Context: an optimization exercise on an open-source flow, tuned for small area. The choices shown serve that exercise and are no tape-out recipe. Only simulation tests tie the RTL to the original design; equivalence was not proved.

==> inputs of harbor <==
Design sort16_top, start of the top module:
module sort16_top (
    input  logic         clk,
    input  logic         rst_n,
    input  logic         in_valid,
    input  logic [255:0] in_data,    
    output logic         out_valid,
    output logic [255:0] out_data    
);
export LEC_CHECK = 0
export CAP_MARGIN = 20
export CORE_MARGIN = 2
export CORE_UTILIZATION = 60
export GPL_TIMING_DRIVEN = 0
export PLACE_DENSITY = 0.7
export SETUP_SLACK_MARGIN = 0.28
export SLEW_MARGIN = 20
create_clock -name core_clock -period 7.0 [get_ports {clk}]
standard.sh (not shown) runs the stock make flow with config.mk's settings and CLKGATE_MAP_FILE= SYNTH_SCRIPT=/design/flow/synth_recipe.tcl, a recipe that flattens the netlist after the stock synthesis.
==> flow/flow/run.sh <==
#!/bin/bash
set -euo pipefail
cd "$(dirname "$0")/.."
R=orfs/results/sky130hd/sort16_top/base
bash standard.sh synth > std_synth.log 2>&1
python3 flow/sortnet.py net hand_netlist.v > sortnet.log 2>&1
python3 flow/sortnet.py check $R/1_2_yosys.v hand_netlist.v > regcheck.log 2>&1
cp $R/1_2_yosys.v std_synth_netlist.v
cp hand_netlist.v $R/1_2_yosys.v
rm -f $R/1_synth.odb $R/1_synth.sdc
touch $R/1_2_yosys.v
export BUFFER_PORTS_ARGS="-buffer_cell sky130_fd_sc_hd__buf_1"
# clock tree: small clock buffers, no dummy loads
export CTS_ARGS="-sink_clustering_enable -repair_clock_nets -dont_use_dummy_load -sink_clustering_size 16 -sink_clustering_max_diameter 60 -root_buf sky130_fd_sc_hd__clkbuf_16 -buf_list {sky130_fd_sc_hd__clkbuf_4 sky130_fd_sc_hd__clkbuf_8}"
# sizing may change a cell's footprint (the platform default limits repair to same-size swaps)
bash standard.sh finish MATCH_CELL_FOOTPRINT=0 > layout.log 2>&1
Other scripts of this flow, unchanged in this note and not shown: flow/flow/sortnet.py
==> pepper (differences from harbor) <==
SETUP_SLACK_MARGIN = 0.35   (was 0.28)
==> flow_summary.html <==
<table>
<tr><th>Metric</th><th>Value</th></tr>
<tr><th colspan="2">Run status</th></tr>
<tr><td>Run status</td><td>complete, no violations</td></tr>
<tr><th colspan="2">Finish</th></tr>
<tr><td>Top library cells by usage in the layout, fill and taps aside</td><td>1919 x o22ai_1, 976 x inv_2, 515 x buf_1</td></tr>
<tr><td>Area of all sequential standard cells</td><td>0.0104 sq mm</td></tr>
<tr><td>Layout net count</td><td>5990</td></tr>
<tr><th colspan="2">Global route</th></tr>
<tr><td>Via count of the first global-routing pass</td><td>40800</td></tr>
<tr><td>Met3 global-route usage</td><td>10.7%</td></tr>
<tr><td>Tot GR Track Use</td><td>48.5%</td></tr>
<tr><th colspan="2">CTS</th></tr>
<tr><td>Number of gates resized after CTS</td><td>19</td></tr>
<tr><th colspan="2">Detailed routing</th></tr>
<tr><td>Wirelength, routed</td><td>173000 microns</td></tr>
<tr><th colspan="2">Worst setup path</th></tr>
<tr><td>FF-to-FF path depth</td><td>30</td></tr>
</table>
-- figures above: pepper

==> flow_summary.html <==
<table>
<tr><th>Metric</th><th>Value</th></tr>
<tr><th colspan="2">Finish</th></tr>
<tr><td>Area of all sequential standard cells</td><td>0.0104 sq mm</td></tr>
<tr><td>Layout net count</td><td>5983</td></tr>
<tr><td>Top library cells by usage in the layout, fill and taps aside</td><td>1964 x o22ai_1, 976 x inv_2, 515 x buf_1</td></tr>
<tr><th colspan="2">Global route</th></tr>
<tr><td>Via count of the first global-routing pass</td><td>40800</td></tr>
<tr><td>Met3 global-route usage</td><td>10.9%</td></tr>
<tr><td>Tot GR Track Use</td><td>48.5%</td></tr>
<tr><th colspan="2">CTS</th></tr>
<tr><td>Number of gates resized after CTS</td><td>13</td></tr>
<tr><th colspan="2">Worst setup path</th></tr>
<tr><td>FF-to-FF path depth</td><td>32</td></tr>
<tr><th colspan="2">Run status</th></tr>
<tr><td>Run status</td><td>complete, no violations</td></tr>
<tr><th colspan="2">Detailed routing</th></tr>
<tr><td>Wirelength, routed</td><td>173000 microns</td></tr>
</table>
-- figures above: harbor

## port drivers added, routing unchanged
The results above use ideal ports. As a check the final layouts listed here were re-extracted and re-timed, cells and wires unchanged.
Step 1 sets driving cells, clkbuf_16 on the clock port and buf_2 on the other inputs (assumed; they add their load-dependent delay and slew).
Step 2 also shifts input and output timing later by t, the mid clock arrival at the registers, as if the neighbouring blocks saw the same clock.
a / b / c = no drivers / after step 1 / after step 2; a / b = the first two.
run | t (ns) | setup slack, ns | hold slack, ns | pins driven straight from the clock port
harbor | 0.627 | 0.363 / 0.335 / -0.214 | 0.453 / 0.453 / 0.453 | 1
pepper | 0.630 | 0.348 / 0.384 / -0.229 | 0.453 / 0.453 / 0.453 | 1
With both steps, setup timing fails in harbor and pepper, where it was met with ideal ports.
